Background: an optimization exercise with open tools, aiming at small area, a short achievable clock period and few clock cycles. Do not read the settings as production practice.
In this exercise RTL edits were held to simulation tests only and were not proved equivalent to the original.
Power and IR drop assume default switching activity.

==> inputs of run P <==
==> flow/design.v <==
module rv32i_cpu(
    input clk,
    input reset,
    input  [31:0] program_data_bus,
    output [31:0] program_addr_bus,
    input  [31:0] mem_read_data_bus,
    output [31:0] mem_write_data_bus,
    output reg mem_write_signal,
    output reg [31:0] mem_addr_bus
);
    localparam [6:0] OP_LOAD   = 7'b0000011,
                     OP_STORE  = 7'b0100011,
                     OP_IMM    = 7'b0010011,
                     OP_LUI    = 7'b0110111,
                     OP_AUIPC  = 7'b0010111,
                     OP_OP     = 7'b0110011,
                     OP_JAL    = 7'b1101111,
                     OP_JALR   = 7'b1100111,
                     OP_BRANCH = 7'b1100011;
    reg [31:0] regs [31:1];
    reg [31:2] pc;           
    assign program_addr_bus = {pc, 2'b00};
    reg        vE;
    reg        killE;        
    reg [31:0] opA, opB, aux;
    reg [4:0]  rdE;
    reg        wE;           
    reg        lwE;          
    reg        swE;          
    reg        stFwdE;       
    reg        brE;          
    reg        predE;        
    reg        jalrE;
    reg        jalE;
    reg [20:2] offE;         
    reg [2:0]  f3E;
    reg        subE;         
    reg        sAdd, sSlt, sSltu, sXor, sOr, sAnd, sSll, sSrl, sSra, sAux, sLink;
    reg        wW;
    reg        lwW;
    reg [4:0]  rdW;
    reg [31:0] resW;         
    assign mem_write_data_bus = resW;
    wire [31:0] ir = program_data_bus;
    wire [6:0] opcode = ir[6:0];
    wire [4:0] rd     = ir[11:7];
    wire [2:0] funct3 = ir[14:12];
    wire [4:0] rs1    = ir[19:15];
    wire [4:0] rs2    = ir[24:20];
    wire [6:0] funct7 = ir[31:25];
    wire [31:0] i_imm = {{20{ir[31]}}, ir[31:20]};
    wire [31:0] s_imm = {{20{ir[31]}}, ir[31:25], ir[11:7]};
    wire [31:0] u_imm = {ir[31:12], 12'b0};
    wire [31:0] b_imm = {{19{ir[31]}}, ir[31], ir[7], ir[30:25], ir[11:8], 1'b0};
    wire [31:0] j_imm = {{11{ir[31]}}, ir[31], ir[19:12], ir[20], ir[30:21], 1'b0};
    wire isLoad   = opcode == OP_LOAD;
    wire isStore  = opcode == OP_STORE;
    wire isImm    = opcode == OP_IMM;
    wire isLui    = opcode == OP_LUI;
    wire isAuipc  = opcode == OP_AUIPC;
    wire isOp     = opcode == OP_OP;
    wire isJal    = opcode == OP_JAL;
    wire isJalr   = opcode == OP_JALR;
    wire isBranch = opcode == OP_BRANCH;
    wire use1 = isOp | isBranch | isStore | isImm | isLoad | isJalr;
    wire use2 = isOp | isBranch;             
    wire subD = isBranch | (isOp & funct7[5] & funct3 == 3'b000) |
                ((isOp | isImm) & funct3[2:1] == 2'b01);
    wire writes = isLoad | isImm | isLui | isAuipc | isOp | isJal | isJalr;
    wire [31:0] exRes;
    wire [31:0] wbVal = lwW ? mem_read_data_bus : resW;
    wire wX  = wE && !killE;
    wire fE1 = wX && rdE == rs1;
    wire fE2 = wX && rdE == rs2;
    wire fW1 = wW && rdW == rs1;
    wire fW2 = wW && rdW == rs2;
    reg [31:0] rf1, rf2;
    integer r;
    always @* begin
        rf1 = 32'd0;
        rf2 = 32'd0;
        for (r = 1; r < 32; r = r + 1) begin
            rf1 = rf1 | ({32{rs1 == r}} & regs[r]);
            rf2 = rf2 | ({32{rs2 == r}} & regs[r]);
        end
    end
    wire [31:0] r1W = fW1 ? wbVal : rf1;
    wire [31:0] r2W = fW2 ? wbVal : rf2;
    wire ldHaz = lwE && wE && !killE;
    wire stall = ldHaz && ((use1 && fE1) || (use2 && fE2));
    wire stFwd = ldHaz && isStore && fE2;
    wire [12:2]  bOffLo = {ir[31], ir[7], ir[30:25], ir[11:9]};
    wire [11:0]  sLo    = {1'b0, pc[12:2]} + {1'b0, bOffLo};
    wire [31:13] pcHiM  = pc[31:13] - 19'd1;
    wire [31:2]  tgt    = {({19{sLo[11]}} & pc[31:13]) | ({19{~sLo[11]}} & pcHiM), sLo[10:0]};
    wire [31:2]  pc1    = pc + 30'd1;
    wire predT = isBranch & ir[31];
    wire [20:2]  jOff   = {ir[31], ir[19:12], ir[20], ir[30:22]};
    wire [20:2]  bOff   = {{8{ir[31]}}, ir[31], ir[7], ir[30:25], ir[11:9]};
    wire exRedirect;
    wire [31:2] exTarget;
    wire fGo = !stall;
    wire [32:0] sum;
    rv_add32 u_add (.a(opA), .b(opB), .ci(subE), .s(sum[31:0]), .co(sum[32]));
    wire [31:0] add  = sum[31:0];
    wire ltu = ~sum[32];
    wire lt  = (opA[31] == opB[31]) ? opA[31] : add[31];
    wire eq  = &(opA ^ opB);
    wire [4:0]  sh = opB[4:0];
    reg  [31:0] shIn, shOut;
    integer k;
    always @* begin
        for (k = 0; k < 32; k = k + 1) shIn[k] = sSll ? opA[31 - k] : opA[k];
    end
    wire        shFill = sSra & opA[31];
    wire [63:0] shExt  = {{32{shFill}}, shIn} >> sh;
    always @* begin
        for (k = 0; k < 32; k = k + 1) shOut[k] = sSll ? shExt[31 - k] : shExt[k];
    end
    assign exRes = ({32{sAdd}} & add)
                 | {31'd0, (sSlt & lt) | (sSltu & ltu)}
                 | ({32{sXor}} & (opA ^ opB))
                 | ({32{sOr}}  & (opA | opB))
                 | ({32{sAnd}} & (opA & opB))
                 | ({32{sSll | sSrl | sSra}} & shOut)
                 | ({32{sAux}} & aux)
                 | ({32{sLink}} & {tgtE, 2'b00});
    reg taken;
    always @* begin
        case (f3E)
            3'b000: taken = eq;
            3'b001: taken = ~eq;
            3'b100: taken = lt;
            3'b101: taken = ~lt;
            3'b110: taken = ltu;
            3'b111: taken = ~ltu;
            default: taken = 1'b0;
        endcase
    end
    wire [31:2] tgtE = aux[31:2] + {{11{offE[20]}}, offE};
    assign exRedirect = vE && !killE && (jalrE || jalE || (brE && (taken != predE)));
    assign exTarget   = jalrE ? add[31:2] : tgtE;
    always @(posedge clk) begin
        if (reset == 1'b0) begin
            pc <= 30'd0;
            vE <= 1'b0;
            killE <= 1'b0;
            wE <= 1'b0;
            lwE <= 1'b0;
            swE <= 1'b0;
            brE <= 1'b0;
            jalrE <= 1'b0;
            jalE <= 1'b0;
            wW <= 1'b0;
            lwW <= 1'b0;
            mem_write_signal <= 1'b0;
        end else begin
            if (exRedirect)  pc <= exTarget;
            else if (stall)  pc <= pc;
            else if (predT)  pc <= tgt;
            else             pc <= pc1;
            vE    <= fGo;
            killE <= exRedirect;
            wE    <= fGo && writes && rd != 5'd0;
            lwE   <= fGo && isLoad && funct3 == 3'b010;
            swE   <= fGo && isStore && funct3 == 3'b010;
            brE   <= fGo && isBranch;
            jalrE <= fGo && isJalr;
            jalE  <= fGo && isJal;
            mem_write_signal <= swE && !killE;
            wW   <= wX;
            lwW  <= lwE && !killE;
        end
        predE  <= predT;
        stFwdE <= stFwd;
        f3E    <= funct3;
        rdE    <= rd;
        opA <= (fE1 & ~isLui & ~isAuipc & ~isJal) ? exRes :
               isLui ? 32'd0 : (isAuipc | isJal) ? {pc, 2'b00} : r1W;
        opB <= {32{subD}} ^ ((fE2 & (isOp | isBranch)) ? exRes :
               (isOp | isBranch) ? r2W :
               isStore ? s_imm :
               (isLui | isAuipc) ? u_imm : isJal ? 32'd4 : i_imm);
        aux <= (fE2 & isStore) ? exRes :
               isStore ? r2W : {pc, 2'b00};
        offE <= isJal ? jOff : (isBranch & ~ir[31]) ? bOff : 19'd1;
        subE  <= subD;
        sAdd  <= isLui | isAuipc | isJal |
                 (isImm & funct3 == 3'b000) | (isOp & funct3 == 3'b000 & (funct7 == 7'b0000000 | funct7 == 7'b0100000));
        sSlt  <= (isImm & funct3 == 3'b010) | (isOp & funct3 == 3'b010 & funct7 == 7'b0000000);
        sSltu <= (isImm & funct3 == 3'b011) | (isOp & funct3 == 3'b011 & funct7 == 7'b0000000);
        sXor  <= (isImm & funct3 == 3'b100) | (isOp & funct3 == 3'b100 & funct7 == 7'b0000000);
        sOr   <= (isImm & funct3 == 3'b110) | (isOp & funct3 == 3'b110 & funct7 == 7'b0000000);
        sAnd  <= (isImm & funct3 == 3'b111) | (isOp & funct3 == 3'b111 & funct7 == 7'b0000000);
        sSll  <= (isImm & funct3 == 3'b001) | (isOp & funct3 == 3'b001 & funct7 == 7'b0000000);
        sSrl  <= (isImm & funct3 == 3'b101 & ~ir[30]) | (isOp & funct3 == 3'b101 & funct7 == 7'b0000000);
        sSra  <= (isImm & funct3 == 3'b101 &  ir[30]) | (isOp & funct3 == 3'b101 & funct7 == 7'b0100000);
        sAux  <= isStore;
        sLink <= isJalr;
        mem_addr_bus <= add;
        rdW  <= rdE;
        resW <= stFwdE ? mem_read_data_bus : exRes;
        if (wW) regs[rdW] <= wbVal;
    end
endmodule
module rv_add32(
    input  [31:0] a,
    input  [31:0] b,
    input         ci,
    output [31:0] s,
    output        co
);
    reg [31:0] g, p, G, P;
    integer l, i, j;
    always @* begin
        g = a & b;
        p = a ^ b;
        G = g;
        P = p;
        G[0] = g[0] | (p[0] & ci);
        for (l = 0; l < 5; l = l + 1)
            for (i = 0; i < 32; i = i + 1)
                if (((i >> l) & 1) == 1) begin
                    j = ((i >> (l + 1)) << (l + 1)) + (1 << l) - 1;
                    G[i] = G[i] | (P[i] & G[j]);
                    P[i] = P[i] & P[j];
                end
    end
    assign s  = p ^ {G[30:0], ci};
    assign co = G[31];
endmodule
==> flow/run.sh <==
#!/bin/bash
# synth_recipe.tcl (not shown) runs the flow's synth.tcl, then flattens the netlist and writes it again
# the make line also repeats each setting of config.mk as NAME=value (left out here)
make -C /OpenROAD-flow-scripts/flow DESIGN_CONFIG=/design/flow/config.mk WORK_HOME=/design/flow/orfs CLKGATE_MAP_FILE= SYNTH_SCRIPT=/design/flow/synth_recipe.tcl finish
==> flow/config.mk <==
export PLATFORM = sky130hd
export DESIGN_NAME = rv32i_cpu
export DESIGN_NICKNAME = rv32i_cpu
export VERILOG_FILES = /design/flow/design.v
export SDC_FILE = /design/flow/constraint.sdc
export NUM_CORES = 4
export LEC_CHECK = 0
export CAP_MARGIN = 20
export CORE_MARGIN = 2
export CORE_UTILIZATION = 35
export PLACE_DENSITY = 0.55
export SETUP_SLACK_MARGIN = 5
export SLEW_MARGIN = 20
export TNS_END_PERCENT = 0
==> flow/constraint.sdc <==
create_clock -name core_clock -period 9.0 [get_ports {clk}]
set_input_delay 1.8000 -clock core_clock [delete_from_list [all_inputs] [get_ports {clk}]]
set_output_delay 1.8000 -clock core_clock [all_outputs]
set_load 0.01 [all_outputs]
==> run M (differences from run P) <==
==> flow/design.v, changed modules only <==
module rv32i_cpu(
    input clk,
    input reset,
    input  [31:0] program_data_bus,
    output [31:0] program_addr_bus,
    input  [31:0] mem_read_data_bus,
    output [31:0] mem_write_data_bus,
    output reg mem_write_signal,
    output reg [31:0] mem_addr_bus
);
    localparam [6:0] OP_LOAD   = 7'b0000011,
                     OP_STORE  = 7'b0100011,
                     OP_IMM    = 7'b0010011,
                     OP_LUI    = 7'b0110111,
                     OP_AUIPC  = 7'b0010111,
                     OP_OP     = 7'b0110011,
                     OP_JAL    = 7'b1101111,
                     OP_JALR   = 7'b1100111,
                     OP_BRANCH = 7'b1100011;
    reg [31:0] regs [31:1];
    reg [31:2] pc;           
    assign program_addr_bus = {pc, 2'b00};
    reg        vE;
    reg        killE;        
    reg [31:0] opA, opB, aux;
    reg [4:0]  rdE;
    reg        wE;           
    reg        lwE;          
    reg        swE;          
    reg        stFwdE;       
    reg        brE;          
    reg        predE;        
    reg        jalrE;
    reg [2:0]  f3E;
    reg        subE;         
    reg        sAdd, sSlt, sSltu, sXor, sOr, sAnd, sSll, sSrl, sSra, sAux;
    reg        wW;
    reg        lwW;
    reg [4:0]  rdW;
    reg [31:0] resW;         
    assign mem_write_data_bus = resW;
    wire [31:0] ir = program_data_bus;
    wire [6:0] opcode = ir[6:0];
    wire [4:0] rd     = ir[11:7];
    wire [2:0] funct3 = ir[14:12];
    wire [4:0] rs1    = ir[19:15];
    wire [4:0] rs2    = ir[24:20];
    wire [6:0] funct7 = ir[31:25];
    wire [31:0] i_imm = {{20{ir[31]}}, ir[31:20]};
    wire [31:0] s_imm = {{20{ir[31]}}, ir[31:25], ir[11:7]};
    wire [31:0] u_imm = {ir[31:12], 12'b0};
    wire [31:0] b_imm = {{19{ir[31]}}, ir[31], ir[7], ir[30:25], ir[11:8], 1'b0};
    wire [31:0] j_imm = {{11{ir[31]}}, ir[31], ir[19:12], ir[20], ir[30:21], 1'b0};
    wire isLoad   = opcode == OP_LOAD;
    wire isStore  = opcode == OP_STORE;
    wire isImm    = opcode == OP_IMM;
    wire isLui    = opcode == OP_LUI;
    wire isAuipc  = opcode == OP_AUIPC;
    wire isOp     = opcode == OP_OP;
    wire isJal    = opcode == OP_JAL;
    wire isJalr   = opcode == OP_JALR;
    wire isBranch = opcode == OP_BRANCH;
    wire use1 = isOp | isBranch | isStore | isImm | isLoad | isJalr;
    wire use2 = isOp | isBranch;             
    wire subD = isBranch | (isOp & funct7[5] & funct3 == 3'b000) |
                ((isOp | isImm) & funct3[2:1] == 2'b01);
    wire writes = isLoad | isImm | isLui | isAuipc | isOp | isJal | isJalr;
    wire [31:0] exRes;
    wire [31:0] wbVal = lwW ? mem_read_data_bus : resW;
    wire wX  = wE && !killE;
    wire fE1 = wX && rdE == rs1;
    wire fE2 = wX && rdE == rs2;
    wire fW1 = wW && rdW == rs1;
    wire fW2 = wW && rdW == rs2;
    wire [31:0] rf1, rf2;
    wire [32*32-1:0] rfAll;
    genvar gr;
    assign rfAll[31:0] = 32'd0;
    generate
        for (gr = 1; gr < 32; gr = gr + 1) begin : g_rf
            assign rfAll[gr*32 +: 32] = regs[gr];
        end
    endgenerate
    rv_rfread u_rf1 (.sel(rs1), .regs(rfAll), .q(rf1));
    rv_rfread u_rf2 (.sel(rs2), .regs(rfAll), .q(rf2));
    wire [31:0] r1W = fW1 ? wbVal : rf1;
    wire [31:0] r2W = fW2 ? wbVal : rf2;
    wire ldHaz = lwE && wE && !killE;
    wire stall = ldHaz && ((use1 && fE1) || (use2 && fE2));
    wire stFwd = ldHaz && isStore && fE2;
    wire [31:2] tgt;
    rv_target u_tgt (.pc(pc), .ir(ir), .tgt(tgt));
    wire [31:2] pc1 = pc + 30'd1;
    wire predT = isJal | (isBranch & ir[31]);
    wire exRedirect;
    wire [31:2] exTarget;
    wire fGo = !stall;
    wire [32:0] sum;
    rv_add32 u_add (.a(opA), .b(opB), .ci(subE), .s(sum[31:0]), .co(sum[32]));
    wire [31:0] add  = sum[31:0];
    wire ltu = ~sum[32];
    wire lt  = (opA[31] == opB[31]) ? opA[31] : add[31];
    wire eq  = &(opA ^ opB);
    wire [4:0]  sh = opB[4:0];
    reg  [31:0] shIn, shOut;
    integer k;
    always @* begin
        for (k = 0; k < 32; k = k + 1) shIn[k] = sSll ? opA[31 - k] : opA[k];
    end
    wire        shFill = sSra & opA[31];
    wire [63:0] shExt  = {{32{shFill}}, shIn} >> sh;
    always @* begin
        for (k = 0; k < 32; k = k + 1) shOut[k] = sSll ? shExt[31 - k] : shExt[k];
    end
    assign exRes = ({32{sAdd}} & add)
                 | {31'd0, (sSlt & lt) | (sSltu & ltu)}
                 | ({32{sXor}} & (opA ^ opB))
                 | ({32{sOr}}  & (opA | opB))
                 | ({32{sAnd}} & (opA & opB))
                 | ({32{sSll | sSrl | sSra}} & shOut)
                 | ({32{sAux}} & aux);
    reg taken;
    always @* begin
        case (f3E)
            3'b000: taken = eq;
            3'b001: taken = ~eq;
            3'b100: taken = lt;
            3'b101: taken = ~lt;
            3'b110: taken = ltu;
            3'b111: taken = ~ltu;
            default: taken = 1'b0;
        endcase
    end
    assign exRedirect = vE && !killE && (jalrE || (brE && (taken != predE)));
    assign exTarget   = jalrE ? add[31:2] : aux[31:2];
    always @(posedge clk) begin
        if (reset == 1'b0) begin
            pc <= 30'd0;
            vE <= 1'b0;
            killE <= 1'b0;
            wE <= 1'b0;
            lwE <= 1'b0;
            swE <= 1'b0;
            brE <= 1'b0;
            jalrE <= 1'b0;
            wW <= 1'b0;
            lwW <= 1'b0;
            mem_write_signal <= 1'b0;
        end else begin
            if (exRedirect)  pc <= exTarget;
            else if (stall)  pc <= pc;
            else if (predT)  pc <= tgt;
            else             pc <= pc1;
            vE    <= fGo;
            killE <= exRedirect;
            wE    <= fGo && writes && rd != 5'd0;
            lwE   <= fGo && isLoad && funct3 == 3'b010;
            swE   <= fGo && isStore && funct3 == 3'b010;
            brE   <= fGo && isBranch;
            jalrE <= fGo && isJalr;
            mem_write_signal <= swE && !killE;
            wW   <= wX;
            lwW  <= lwE && !killE;
        end
        predE  <= predT;
        stFwdE <= stFwd;
        f3E    <= funct3;
        rdE    <= rd;
        opA <= (fE1 & ~isLui & ~isAuipc) ? exRes :
               isLui ? 32'd0 : isAuipc ? {pc, 2'b00} : r1W;
        opB <= {32{subD}} ^ ((fE2 & (isOp | isBranch)) ? exRes :
               (isOp | isBranch) ? r2W :
               isStore ? s_imm :
               (isLui | isAuipc) ? u_imm : i_imm);
        aux <= (fE2 & isStore) ? exRes :
               isStore ? r2W :
               (isBranch & ~ir[31]) ? {tgt, 2'b00} : {pc1, 2'b00};
        subE  <= subD;
        sAdd  <= isLui | isAuipc |
                 (isImm & funct3 == 3'b000) | (isOp & funct3 == 3'b000 & (funct7 == 7'b0000000 | funct7 == 7'b0100000));
        sSlt  <= (isImm & funct3 == 3'b010) | (isOp & funct3 == 3'b010 & funct7 == 7'b0000000);
        sSltu <= (isImm & funct3 == 3'b011) | (isOp & funct3 == 3'b011 & funct7 == 7'b0000000);
        sXor  <= (isImm & funct3 == 3'b100) | (isOp & funct3 == 3'b100 & funct7 == 7'b0000000);
        sOr   <= (isImm & funct3 == 3'b110) | (isOp & funct3 == 3'b110 & funct7 == 7'b0000000);
        sAnd  <= (isImm & funct3 == 3'b111) | (isOp & funct3 == 3'b111 & funct7 == 7'b0000000);
        sSll  <= (isImm & funct3 == 3'b001) | (isOp & funct3 == 3'b001 & funct7 == 7'b0000000);
        sSrl  <= (isImm & funct3 == 3'b101 & ~ir[30]) | (isOp & funct3 == 3'b101 & funct7 == 7'b0000000);
        sSra  <= (isImm & funct3 == 3'b101 &  ir[30]) | (isOp & funct3 == 3'b101 & funct7 == 7'b0100000);
        sAux  <= isJal | isJalr | isStore;
        mem_addr_bus <= add;
        rdW  <= rdE;
        resW <= stFwdE ? mem_read_data_bus : exRes;
        if (wW) regs[rdW] <= wbVal;
    end
endmodule
module rv_target(
    input  [31:2] pc,
    input  [31:0] ir,
    output [31:2] tgt
);
    wire [20:2] jOff = {ir[31], ir[19:12], ir[20], ir[30:22]};
    wire [20:2] bOff = {{8{ir[31]}}, ir[31], ir[7], ir[30:25], ir[11:9]};
    wire [20:2] offLo = ir[3] ? jOff : bOff;
    wire [31:0] sLo;
    wire        cLo;
    rv_add32 u_lo (.a({13'd0, pc[20:2]}), .b({13'd0, offLo}), .ci(1'b0), .s(sLo), .co(cLo));
    wire c = sLo[19];
    wire [31:21] pcHi1 = pc[31:21] + 11'd1;
    wire [31:21] pcHiM = pc[31:21] - 11'd1;
    wire hiSame = ir[31] == c;
    wire hiInc  = c & ~ir[31];
    wire hiDec  = ir[31] & ~c;
    assign tgt = {({11{hiSame}} & pc[31:21]) | ({11{hiInc}} & pcHi1) | ({11{hiDec}} & pcHiM),
                  sLo[18:0]};
endmodule
module rv_rfread(
    input  [4:0]       sel,
    input  [32*32-1:0] regs,
    output reg [31:0]  q
);
    integer r;
    always @* begin
        q = 32'd0;
        for (r = 1; r < 32; r = r + 1)
            q = q | ({32{sel == r}} & regs[r*32 +: 32]);
    end
endmodule
CELL_PAD_IN_SITES_DETAIL_PLACEMENT = 1   (was unset)
CELL_PAD_IN_SITES_GLOBAL_PLACEMENT = 1   (was unset)
CORE_UTILIZATION = 30   (was 35)
TNS_END_PERCENT = unset   (was 0)
==> comparison table <==
Wire length of the first global-routing pass: run M 500 mm; run P 433 mm
Layout Nets: run M 5,781; run P 5,613
Internal power contribution: run M 10.2 mW; run P 10.1 mW
Clock network contribution to total cell area: run M 0.0600; run P 0.0623
Cells after synthesis: run M 5,222; run P 5,191
Post-DP HPWL: run M 229 mm; run P 203 mm
Non-clock buffering overhead in the final layout: run M 0.0912; run P 0.0610
Mapped Area: run M 60,300 um^2; run P 60,300 um^2
Overall global routing resource usage: run M 0.357; run P 0.359
Worst-path clk slew: run M 0.06 ns; run P 0.07 ns
Highest fanout seen on the critical path: run M 4; run P 24
Chip Height: run M 452 um; run P 419 um
Final antenna diode count: run M 13; run P 15
Total placed cells including tap cells: run M 7,842; run P 7,482
Reg2reg end: run M pc[15]; run P opB[29]
Clock power frac: run M 0.413; run P 0.412
Number of fill cells: run M 21,200; run P 16,000
Result of the run: run M timing/DRC/antenna clean; run P timing/DRC/antenna clean
Post-placement cell area: run M 66,000 um^2; run P 65,700 um^2
Fraction of layout cells with a size suffix above 1: run M 0.243; run P 0.157
Area share of the leading cell type in the synthesized netlist: run M 0.494; run P 0.494
Fraction of power consumed by sequential logic: run M 0.443; run P 0.461
Total via count in the routed design: run M 57,800; run P 55,100
Placer congestion estimate: run M 0.955; run P 1.02
Site row count: run M 164; run P 152
Testbench counts of run P, summed over its fixed seeds: cycles 26,881.
Testbench counts of run M, summed over its fixed seeds: cycles 26,504.

## what the ideal ports hide
No port has a modelled driver above. Below, the same layouts with a new extraction and two added sets of constraints.
Step 1 assumes that a clkbuf_16 drives the clock port and a buf_2 every other input.
Step 2, shift: input delay + t, output delay - t, t = (earliest + latest rising clock arrival at the registers) / 2. This alone moves slack from input paths to output paths.
Slacks: no drivers / after step 1 / after step 2; pairs: no drivers / after step 1.
run | t, ns | setup slack, ns | worst hold slack (ns) | worst data-port slew with drivers (ns) | pins driven straight from the clock port
run P | 0.888 | 4.113 / 3.971 / 3.083 | 0.391 / 0.391 / 0.391 | 0.31 | 1
run M | 0.907 | 4.158 / 4.200 / 3.292 | 0.414 / 0.414 / 0.414 | 0.17 | 1
After both steps setup and hold are still met in every run listed. The setup slack of run P, which loses most, moves by -0.142 ns with the drivers and by -1.030 ns with both steps.
